Background: an optimization exercise with open tools, aiming at small area. Do not read the settings as production practice.
Function was checked by simulation only, so behaviour that the tests miss may differ from the original.

Setup of run B:
==> flow/design.v (excerpt) <==
module fme(
	clock, reset, enable, best_sad_ime,
	in_0, in_1, in_2, in_3, in_4, in_5, in_6, in_7, in_8, in_9, in_10, in_11, in_12, in_13, in_14, in_15,
	original_0, original_1, original_2, original_3, original_4, original_5, original_6, original_7,
	lambda_r_SAD_0, lambda_r_SAD_1, lambda_r_SAD_2, lambda_r_SAD_3, lambda_r_SAD_4, lambda_r_SAD_5,
	address_best_sad, best_sad);
Size in the first run: about 19000 cells after synthesis, ~4000 flip-flops, ~330 I/O pins, ~0.26 mm^2 of cells after synthesis.
clock: 12.5 ns
lec_check: 0
cap_margin: 20
core_margin: 2
core_utilization: 65
cts_buf_list: sky130_fd_sc_hd__clkbuf_8 sky130_fd_sc_hd__clkbuf_16
cts_cluster_diameter: 76
cts_cluster_size: 26
setup_slack_margin: 0.2
slew_margin: 20
synth_hierarchical: 1
synth_minimum_keep_size: 0
run.sh (not shown) runs the stock make flow with config.mk's settings and CLKGATE_MAP_FILE= SYNTH_SCRIPT=/design/flow/synth_recipe.tcl, a recipe that flattens the netlist after the stock synthesis.
### run B -> run E
--- a/flow/design.v
+++ b/flow/design.v
@@ -2491,37 +2491,37 @@
 fme_lane u_B_011(.a(B_011_a), .nb(otap1), .base(c_bf01 ? 17'd0 : B_011), .s(B_011_s));
 always @(posedge clock) if (c_bv01) B_011 <= B_011_s; else if (c_bp01) B_011 <= {1'b0, lamv[16 +: 16]};
 reg [16:0] B_021;
 wire [63:0] B_021_a;
 generate for (gr = 0; gr < 8; gr = gr + 1) begin : B_021_r
 	assign B_021_a[8*gr +: 8] = DR[24*(0+gr) + 16 +: 8];
 end endgenerate
 wire [16:0] B_021_s;
 fme_lane u_B_021(.a(B_021_a), .nb(otap1), .base(c_bf01 ? 17'd0 : B_021), .s(B_021_s));
 always @(posedge clock) if (c_bv01) B_021 <= B_021_s; else if (c_bp01) B_021 <= {1'b0, lamv[0 +: 16]};
-reg [16:0] B_100;
+reg [13:0] B_100;
 wire [63:0] B_100_a;
 generate for (gr = 0; gr < 8; gr = gr + 1) begin : B_100_r
 	assign B_100_a[8*gr +: 8] = DR[24*(1+gr) + 0 +: 8];
 end endgenerate
 wire [16:0] B_100_s;
 fme_lane u_B_100(.a(B_100_a), .nb(otap0), .base(c_bf10 ? 17'd0 : B_100), .s(B_100_s));
 always @(posedge clock) if (c_bv10) B_100 <= B_100_s;
-reg [16:0] B_110;
+reg [13:0] B_110;
 wire [63:0] B_110_a;
 generate for (gr = 0; gr < 8; gr = gr + 1) begin : B_110_r
 	assign B_110_a[8*gr +: 8] = DR[24*(1+gr) + 8 +: 8];
 end endgenerate
 wire [16:0] B_110_s;
 fme_lane u_B_110(.a(B_110_a), .nb(otap0), .base(c_bf10 ? 17'd0 : B_110), .s(B_110_s));
 always @(posedge clock) if (c_bv10) B_110 <= B_110_s;
-reg [16:0] B_120;
+reg [13:0] B_120;
 wire [63:0] B_120_a;
 generate for (gr = 0; gr < 8; gr = gr + 1) begin : B_120_r
 	assign B_120_a[8*gr +: 8] = DR[24*(1+gr) + 16 +: 8];
 end endgenerate
 wire [16:0] B_120_s;
 fme_lane u_B_120(.a(B_120_a), .nb(otap0), .base(c_bf10 ? 17'd0 : B_120), .s(B_120_s));
 always @(posedge clock) if (c_bv10) B_120 <= B_120_s;
 reg [16:0] B_101;
 wire [63:0] B_101_a;
 generate for (gr = 0; gr < 8; gr = gr + 1) begin : B_101_r
@@ -2539,21 +2539,21 @@
 fme_lane u_B_111(.a(B_111_a), .nb(otap1), .base(c_bf11 ? (c_bl11 ? {1'b0, lamv[16 +: 16]} : 17'd0) : B_111), .s(B_111_s));
 always @(posedge clock) if (c_bv11) B_111 <= B_111_s;
 reg [16:0] B_121;
 wire [63:0] B_121_a;
 generate for (gr = 0; gr < 8; gr = gr + 1) begin : B_121_r
 	assign B_121_a[8*gr +: 8] = DR[24*(1+gr) + 16 +: 8];
 end endgenerate
 wire [16:0] B_121_s;
 fme_lane u_B_121(.a(B_121_a), .nb(otap1), .base(c_bf11 ? (c_bl11 ? {1'b0, lamv[0 +: 16]} : 17'd0) : B_121), .s(B_121_s));
 always @(posedge clock) if (c_bv11) B_121 <= B_121_s;
-reg [16:0] P_0, P_1, P_2;
+reg [13:0] P_0, P_1, P_2;
 always @(posedge clock) if (c_park) begin P_0 <= B_100; P_1 <= B_110; P_2 <= B_120; end
 wire [7:0] cv [0:8];
 generate for (gi = 0; gi < 9; gi = gi + 1) begin : cl
 	wire [8:0] uu = VSR[9*gi +: 9];
 	wire [8:0] vm = uu - 9'd96;
 	assign cv[gi] = (uu < 9'd96) ? 8'd0 : ((uu >= 9'd352) ? 8'd255 : vm[7:0]);
 end endgenerate
 wire [63:0] ga0;
 generate for (gr = 0; gr < 8; gr = gr + 1) begin : ga0_r
 	assign ga0[8*gr +: 8] = cv[0+gr];
==> results.txt <==
Run E vs run B: count of placed standard cells in the final layout, fillers left out down
Run E: PASS, flow complete, no timing, DRC or antenna violations
Compared with run B, total inserted antenna cells in run E decreased by more than 10%.
Compared run B against run E; synthesized cell count within noise.
Going from run B to run E, sequential share of layout area -0.18 points; total routed wirelength +about 10%; placed cell area ~0 delta.

separate check: timing with driven ports:
How much do the figures lean on ideal ports? The routed layouts below were timed once more, with nothing changed but the port constraints.
Step 1 sets driving cells, clkbuf_16 on the clock port and buf_2 on the other inputs (assumed; they add their load-dependent delay and slew).
Step 2 times the ports against the registers' clock, not the clock port: input delays grow and output delays shrink by t, the midpoint of the rising clock arrivals with the driver on.
a / b / c = no drivers / after step 1 / after step 2; a / b = the first two.
| run | t (ns) | slack for setup (ns) | hold WS [ns] |
|---|---|---|---|
| run B | 1.093 | 0.937 / 0.937 / 0.937 | 0.279 / 0.279 / 0.279 |
| run E | 1.133 | 0.886 / 0.886 / 0.886 | 0.273 / 0.273 / 0.273 |
After both steps every run listed still meets setup and hold.
